This design comes from an exercise in tuning for small area on the open sky130 flow, not from production work. The RTL was checked by simulation tests, not by an equivalence proof against the original design. Power figures rest on the tool's default switching activity, not on a simulated workload.

==> v39 <==
Design Game520, start of the top module:
module Game520(clk, rst, row, r_col, g_col, led,
	btn1_i, btn2_i, btn3_i, ready_i, start_i, btn6_i, btn7_i, btn8_i,
	DIG, Y, lcd_en, lcd_rw, lcd_rs, lcd_data, speaker);
Settings: LEC_CHECK=0, CAP_MARGIN=20, CORE_MARGIN=2, CORE_UTILIZATION=40, SLEW_MARGIN=20; clock period 10.0 ns.
run.sh (not shown) runs the stock make flow with config.mk's settings and CLKGATE_MAP_FILE= SYNTH_SCRIPT=/design/flow/synth_recipe.tcl, a recipe that flattens the netlist after the stock synthesis.
==> v34: changes against v39 <==
==> flow/design.v (replaced) <==
module debounce (clk, rst, key, key_pulse);
	input clk, rst;
	input key;				 
	output key_pulse;		 
	reg key_rst, key_rst_pre;
	reg key_sec, key_sec_pre;
	reg [7:0] cnt;
	wire key_edge = key_rst_pre & ~key_rst;
	assign key_pulse = key_sec_pre & ~key_sec;
	always @(posedge clk or negedge rst)
	if (!rst)
	begin
		key_rst <= 1'b1;
		key_sec <= 1'b1;
		cnt <= 8'd0;
	end
	else
	begin
		key_rst <= key;
		if (key_edge)
			cnt <= 8'd0;
		else
			cnt <= cnt + 8'd1;
		if (&cnt)
			key_sec <= key;
	end
	always @(posedge clk)
	begin
		key_rst_pre <= key_rst;
		key_sec_pre <= key_sec;
	end
endmodule
module Game520(clk, rst, row, r_col, g_col, led,
	btn1_i, btn2_i, btn3_i, ready_i, start_i, btn6_i, btn7_i, btn8_i,
	DIG, Y, lcd_en, lcd_rw, lcd_rs, lcd_data, speaker);
	input clk, rst;						 
	input btn1_i, btn2_i, btn3_i, btn6_i, btn7_i, btn8_i;		 
	input ready_i, start_i;				 
	output [7:0] row, r_col, g_col;	 
	output [7:0] led;						 
	output [7:0] DIG, Y;					 
	output       lcd_en ;				 
	output       lcd_rw ;				 
	output       lcd_rs ;				 
	output [7:0] lcd_data;				 
	output speaker;						 
	reg [1:0] t3;
	reg [4:0] t20;
	reg [9:0] t1k;
	always @(posedge clk or negedge rst)
	if (!rst)
	begin
		t3 <= 2'd0;
		t20 <= 5'd0;
		t1k <= 10'd0;
	end
	else
	begin
		t3 <= (t3 == 2'd2) ? 2'd0 : t3 + 2'd1;
		if (t20 == 5'd19)
		begin
			t20 <= 5'd0;
			t1k <= (t1k == 10'd999) ? 10'd0 : t1k + 10'd1;
		end
		else
			t20 <= t20 + 5'd1;
	end
	wire ce_1k = (t3 == 2'd2) && (t20[1:0] == 2'd1);		 
	wire ce_5m = ~t20[0];										 
	wire ce_4hz = (t1k == 10'd499) && (t20 == 5'd19);		 
	wire btn1, btn2, btn3, btn6, btn7, btn8, ready, start;
	debounce u2(clk, rst, btn1_i, btn1);
	debounce u3(clk, rst, btn2_i, btn2);
	debounce u4(clk, rst, btn3_i, btn3);
	debounce u5(clk, rst, btn6_i, btn6);
	debounce u6(clk, rst, btn7_i, btn7);
	debounce u7(clk, rst, btn8_i, btn8);
	debounce u8(clk, rst, ready_i, ready);
	debounce u9(clk, rst, start_i, start);
	reg [1:0] sa, sb;		 
	reg pover;				 
	reg btn;					 
	reg [1:0] ca, cb;		 
	reg show;
	wire a3 = &sa;
	wire b3 = &sb;
	wire notover = ~a3 & ~b3;
	assign led = {ca == 2'd1, ca == 2'd2, ca == 2'd3, ~btn, btn,
		cb == 2'd1, cb == 2'd2, cb == 2'd3};
	reg [3:0] key;
	always @*
	begin
		case (ca)
		2'd2: key = 4'd3;
		2'd3: key = 4'd6;
		default: key = 4'd0;
		endcase
		if (cb == 2'd0)
			key = 4'd0;
		else
			key = key + {2'b00, cb};
	end
	wire a_wins = (key == 4'd2) || (key == 4'd6) || (key == 4'd7);
	wire b_wins = (key == 4'd3) || (key == 4'd4) || (key == 4'd8);
	always @(posedge clk or negedge rst)
	if (!rst)
	begin
		sa <= 2'd0;
		sb <= 2'd0;
		pover <= 1'b0;
		btn <= 1'b0;
		ca <= 2'd0;
		cb <= 2'd0;
		show <= 1'b0;
	end
	else
	begin
		pover <= a3 | b3;
		if (start && !pover)
		begin
			if (a_wins)
				sa <= sa + 2'd1;
			if (b_wins)
				sb <= sb + 2'd1;
		end
		if (notover)
		begin
			if (ready)
				btn <= 1'b1;
			if (start)
				btn <= 1'b0;
		end
		if (ready)
		begin
			ca <= 2'd0;
			cb <= 2'd0;
		end
		if (btn)
		begin
			if (btn1)
				ca <= 2'd1;
			else if (btn2)
				ca <= 2'd2;
			else if (btn3)
				ca <= 2'd3;
			if (btn6)
				cb <= 2'd1;
			else if (btn7)
				cb <= 2'd2;
			else if (btn8)
				cb <= 2'd3;
		end
		if (!pover)
		begin
			if (ready)
				show <= 1'b0;
			if (start && !show)
				show <= 1'b1;
		end
	end
	reg [2:0] rp;			 
	reg [3:0] ph;
	reg [10:0] x;
	reg [7:0] red, green;
	assign row = ~(8'h01 << rp);
	assign r_col = red;
	assign g_col = green;
	function [63:0] pict;	 
		input [3:0] n;
		case (n)
		4'd0: pict = 64'h00_00_00_e7_e7_e7_e7_00;
		4'd1: pict = 64'h00_00_00_24_c3_c3_24_00;
		4'd2: pict = 64'h00_00_00_42_e7_e7_42_00;
		4'd3: pict = 64'h3c_3c_c3_c3_30_0c_c3_c3;	 
		4'd4: pict = 64'hff_18_18_18_18_18_18_ff;	 
		4'd5: pict = 64'h18_c3_c3_7e_7e_24_24_18;	 
		4'd6: pict = 64'h3f_e3_73_3b_1f_3f_c3_c3;	 
		4'd7: pict = 64'hff_18_18_18_18_18_18_ff;	 
		4'd8: pict = 64'h3c_3c_3c_c3_c3_c3_c3_3c;	 
		4'd9: pict = 64'h3c_3c_3c_c3_c3_c3_c3_3c;	 
		4'd10: pict = 64'h81_18_18_3c_24_66_42_c3;	 
		4'd11: pict = 64'hff_ff_ff_03_3f_3f_03_ff;	 
		4'd12: pict = 64'h3f_e3_73_3b_1f_3f_c3_c3;	 
		default: pict = 64'h0;
		endcase
	endfunction
	function [15:0] res;
		input [3:0] k;
		input mid;
		case (k)
		4'd1: res = mid ? 16'h00e7 : 16'h00e7;
		4'd2: res = mid ? 16'h03e0 : 16'h04e0;
		4'd3: res = mid ? 16'he007 : 16'he002;
		4'd4: res = mid ? 16'hc007 : 16'h2007;
		4'd5: res = mid ? 16'h00c3 : 16'h0024;
		4'd6: res = mid ? 16'h07c0 : 16'h0220;
		4'd7: res = mid ? 16'h07e0 : 16'h0740;
		4'd8: res = mid ? 16'he003 : 16'h4004;
		4'd9: res = mid ? 16'h00e7 : 16'h0042;
		default: res = 16'h0000;
		endcase
	endfunction
	wire [63:0] pic_bits = pict(ph);
	wire [7:0] prow = pic_bits[{rp, 3'b000} +: 8];
	wire rows14 = (rp == 3'd1) || (rp == 3'd4);
	wire rows23 = (rp == 3'd2) || (rp == 3'd3);
	wire [15:0] rrow = (rows14 | rows23) ? res(key, rows23) : 16'h0000;
	always @(posedge clk or negedge rst)
	if (!rst)
	begin
		rp <= 3'd0;
		ph <= 4'd0;
		x <= 11'd0;
		red <= 8'h00;
		green <= 8'h00;
	end
	else if (ce_1k)
	begin
		rp <= rp + 3'd1;
		if (ph == 4'd8)
		begin
			if (!show)
			begin
				red <= 8'h00;
				green <= 8'h00;
				x <= 11'd1;
			end
			else if (|x)
			begin
				red <= rrow[15:8];
				green <= rrow[7:0];
				x <= x + 11'd1;
			end
			else if (notover)
				x <= 11'd1;
			else if (pover)
			begin
				red <= prow;
				green <= prow;
				x <= 11'd1;
				ph <= 4'd9;
			end
		end
		else if (ph == 4'd13)
		begin
			red <= a3 ? 8'h0f : 8'hf0;
			green <= a3 ? 8'hf0 : 8'h0f;
		end
		else
		begin
			red <= prow;
			green <= prow;
			if (x == 11'd500)
			begin
				x <= {10'd0, ph == 4'd7};
				ph <= ph + 4'd1;
			end
			else
				x <= x + 11'd1;
		end
	end
	reg seg_on;
	reg [1:0] sc;
	always @(posedge clk or negedge rst)
	if (!rst)
		seg_on <= 1'b0;
	else if (ce_1k)
		seg_on <= 1'b1;
	always @(posedge clk)
	if (ce_1k)
		sc <= rp[0] ? sb : sa;
	reg [7:0] yseg;
	always @*
		case (sc)
		2'd0: yseg = 8'h3f;
		2'd1: yseg = 8'h06;
		2'd2: yseg = 8'h5b;
		default: yseg = 8'h4f;
		endcase
	assign DIG = seg_on ? (rp[0] ? 8'hef : 8'hdf) : 8'hff;
	assign Y = seg_on ? yseg : 8'hff;
	reg [5:0] cs;
	reg [1:0] dig;			 
	wire lcd_idle = (cs == 6'd0);
	wire lcd_go = ~lcd_idle | (t1k == 10'd100);		 
	wire lcd_write = lcd_go & (t20 == 5'd18);
	assign lcd_en = ~(lcd_go & (t20 >= 5'd9) & (t20 <= 5'd18));
	assign lcd_rw = 1'b0;
	assign lcd_rs = cs[5];
	always @(posedge clk or negedge rst)
	if (!rst)
		cs <= 6'd0;
	else if (lcd_write)
	begin
		if (cs[5])
		begin
			if (&cs[3:0])
				cs <= {5'b00011, ~cs[4]};
			else
				cs <= cs + 6'd1;
		end
		else if (cs == 6'd6)
			cs <= 6'd32;
		else if (cs == 6'd7)
			cs <= 6'd48;
		else
			cs <= cs + 6'd1;
	end
	always @(posedge clk)
	if ((t20 == 5'd17) && cs[5] && (cs[3:0] == 4'd10))
		dig <= cs[4] ? sb : sa;
	reg [7:0] lcd_d;
	always @*
		if (cs[5])
			case (cs[3:0])
			4'd0: lcd_d = 8'h50;		 
			4'd1: lcd_d = 8'h6c;		 
			4'd2: lcd_d = 8'h61;		 
			4'd3: lcd_d = 8'h79;		 
			4'd4: lcd_d = 8'h65;		 
			4'd5: lcd_d = 8'h72;		 
			4'd7: lcd_d = cs[4] ? 8'h42 : 8'h41;	 
			4'd9: lcd_d = 8'h3a;		 
			4'd11: lcd_d = {6'b001100, dig};
			default: lcd_d = 8'h20;
			endcase
		else
			case (cs[2:0])
			3'd1: lcd_d = 8'h38;
			3'd2: lcd_d = 8'h08;
			3'd3: lcd_d = 8'h01;
			3'd4: lcd_d = 8'h06;
			3'd5: lcd_d = 8'h0c;
			3'd6: lcd_d = 8'h80;
			3'd7: lcd_d = 8'hc0;
			default: lcd_d = 8'h00;
			endcase
	assign lcd_data = lcd_d;
	reg [5:0] len;
	reg beat1;				 
	reg [13:0] tc;			 
	reg aud;
	assign speaker = aud;
	reg [3:0] note;
	always @*
		case (len)
		6'd0: note = 4'd6;
		6'd1: note = 4'd0;
		6'd2: note = 4'd10;
		6'd3: note = 4'd6;
		6'd4: note = 4'd5;
		6'd5: note = 4'd6;
		6'd6: note = 4'd6;
		6'd7: note = 4'd9;
		6'd8: note = 4'd9;
		6'd9: note = 4'd10;
		6'd10: note = 4'd9;
		6'd11: note = 4'd5;
		6'd12: note = 4'd3;
		6'd13: note = 4'd5;
		6'd14: note = 4'd5;
		6'd15: note = 4'd5;
		6'd16: note = 4'd5;
		6'd17: note = 4'd3;
		6'd18: note = 4'd5;
		6'd19: note = 4'd5;
		6'd20: note = 4'd3;
		6'd21: note = 4'd5;
		6'd22: note = 4'd5;
		6'd23: note = 4'd5;
		6'd24: note = 4'd5;
		6'd25: note = 4'd9;
		6'd26: note = 4'd8;
		6'd27: note = 4'd8;
		6'd28: note = 4'd7;
		6'd29: note = 4'd8;
		6'd30: note = 4'd8;
		6'd31: note = 4'd8;
		6'd32: note = 4'd8;
		6'd33: note = 4'd9;
		6'd34: note = 4'd10;
		6'd35: note = 4'd6;
		6'd36: note = 4'd5;
		6'd37: note = 4'd6;
		6'd38: note = 4'd6;
		6'd39: note = 4'd6;
		6'd40: note = 4'd9;
		6'd41: note = 4'd10;
		6'd42: note = 4'd9;
		6'd43: note = 4'd5;
		6'd44: note = 4'd3;
		6'd45: note = 4'd8;
		6'd46: note = 4'd5;
		6'd47: note = 4'd5;
		6'd48: note = 4'd5;
		6'd49: note = 4'd5;
		6'd50: note = 4'd3;
		6'd51: note = 4'd5;
		6'd52: note = 4'd5;
		6'd53: note = 4'd3;
		6'd54: note = 4'd5;
		6'd55: note = 4'd5;
		6'd56: note = 4'd5;
		6'd57: note = 4'd9;
		6'd58: note = 4'd8;
		6'd59: note = 4'd8;
		6'd60: note = 4'd6;
		6'd61: note = 4'd6;
		6'd62: note = 4'd6;
		6'd63: note = 4'd6;
		default: note = 4'd0;
		endcase
	reg [13:0] org;
	always @*
		case (note)
		4'd3: org = 14'd1972;
		4'd5: org = 14'd3180;
		4'd6: org = 14'd3875;
		4'd7: org = 14'd4495;
		4'd8: org = 14'd4779;
		4'd9: org = 14'd5300;
		default: org = 14'd5765;
		endcase
	wire rest = (len == 6'd1) || ((len == 6'd0) && !beat1);
	always @(posedge clk or negedge rst)
	if (!rst)
	begin
		len <= 6'd0;
		beat1 <= 1'b0;
		tc <= 14'd0;
		aud <= 1'b0;
	end
	else
	begin
		if (ce_4hz)
		begin
			len <= len + 6'd1;
			beat1 <= 1'b1;
		end
		if (ce_5m)
		begin
			if (rest)
				aud <= 1'b0;
			else if (tc == 14'd9556)
			begin
				tc <= org;
				aud <= ~aud;
			end
			else
				tc <= tc + 14'd1;
		end
	end
endmodule
==> results by group <==
Outcome
  • Status: complete, no violations

Clocking
  • Clock-pin slew on the worst setup and hold paths: 0.09 ns

Hold path
  • Min-Delay Endpoint: u5.key_rst_pre

Setup path
  • Cell Chain, Critical Path: clkinv_1 -> ha_1 -> inv_1 -> clkdlybuf4s50_1

Floorplanning
  • Initial Util: approximately two fifths

Pwr
  • Worst VDD drop: 0.000100 V
  • Clock power share: 34.1%

Logic synthesis
  • Post-Synth XOR/XNOR Area: 4.42%
  • Mux share of post-synthesis cell area: 2.54%

Placed design
  • Placed Area: 12300 um^2
[end of results for v34]
==> results by group <==
Outcome
  • Status: complete, no violations

Logic synthesis
  • Post-Synth XOR/XNOR Area: 3.03%
  • Main synth FF type: dfrtp_1

Global route
  • Largest net degree at the start of global routing: 100

Floorplanning
  • Initial Util: 40.8%

Placed design
  • Dpl hpwl: approximately 16000 um

Pwr
  • Worst VDD drop: roughly 0.00012 V
  • Clock power share: approximately 33%

Hold path
  • Min-Delay Endpoint: u3.key_rst_pre

Setup path
  • Cell Chain, Critical Path: inv_1 -> ha_1 -> nor2_1 -> a221oi_1 -> o221ai_1 -> a211oi_1 -> nor2_1 -> o21ai_1 -> clkdlybuf4s50_1

Routing
  • Drt total wl: 22900 um
[end of results for v39]

==> afterwards: timing with drivers on the ports <==
Ports are ideal in the flow. The routed layouts listed here were re-timed in OpenROAD.
Step 1: set_driving_cell puts a clkbuf_16 on clk and a buf_2 on each other input, an assumption about the parent block.
Step 2 adds t to the input delays and takes it off the output delays; t is the mean of the earliest and latest rising clock arrival at the registers after step 1. Input paths then give back, and output paths get back, about the clock's delay inside the block.
a / b / c = ideal / step 1 / step 2; a / b = the first two.
| run | t (ns) | setup WS [ns] | hold slack, ns | latest minus earliest clock arrival (ns) | pins driven straight from the clock port |
|---|---|---|---|---|---|
| v39 | 0.468 | 4.229 / 4.184 / 4.652 | 0.404 / 0.404 / 0.404 | 0.013 / 0.012 | 1 |
| v34 | 0.485 | 5.346 / 5.295 / 5.780 | 0.407 / 0.407 / 0.407 | 0.016 / 0.016 | 1 |
After both steps every run listed still meets setup and hold.
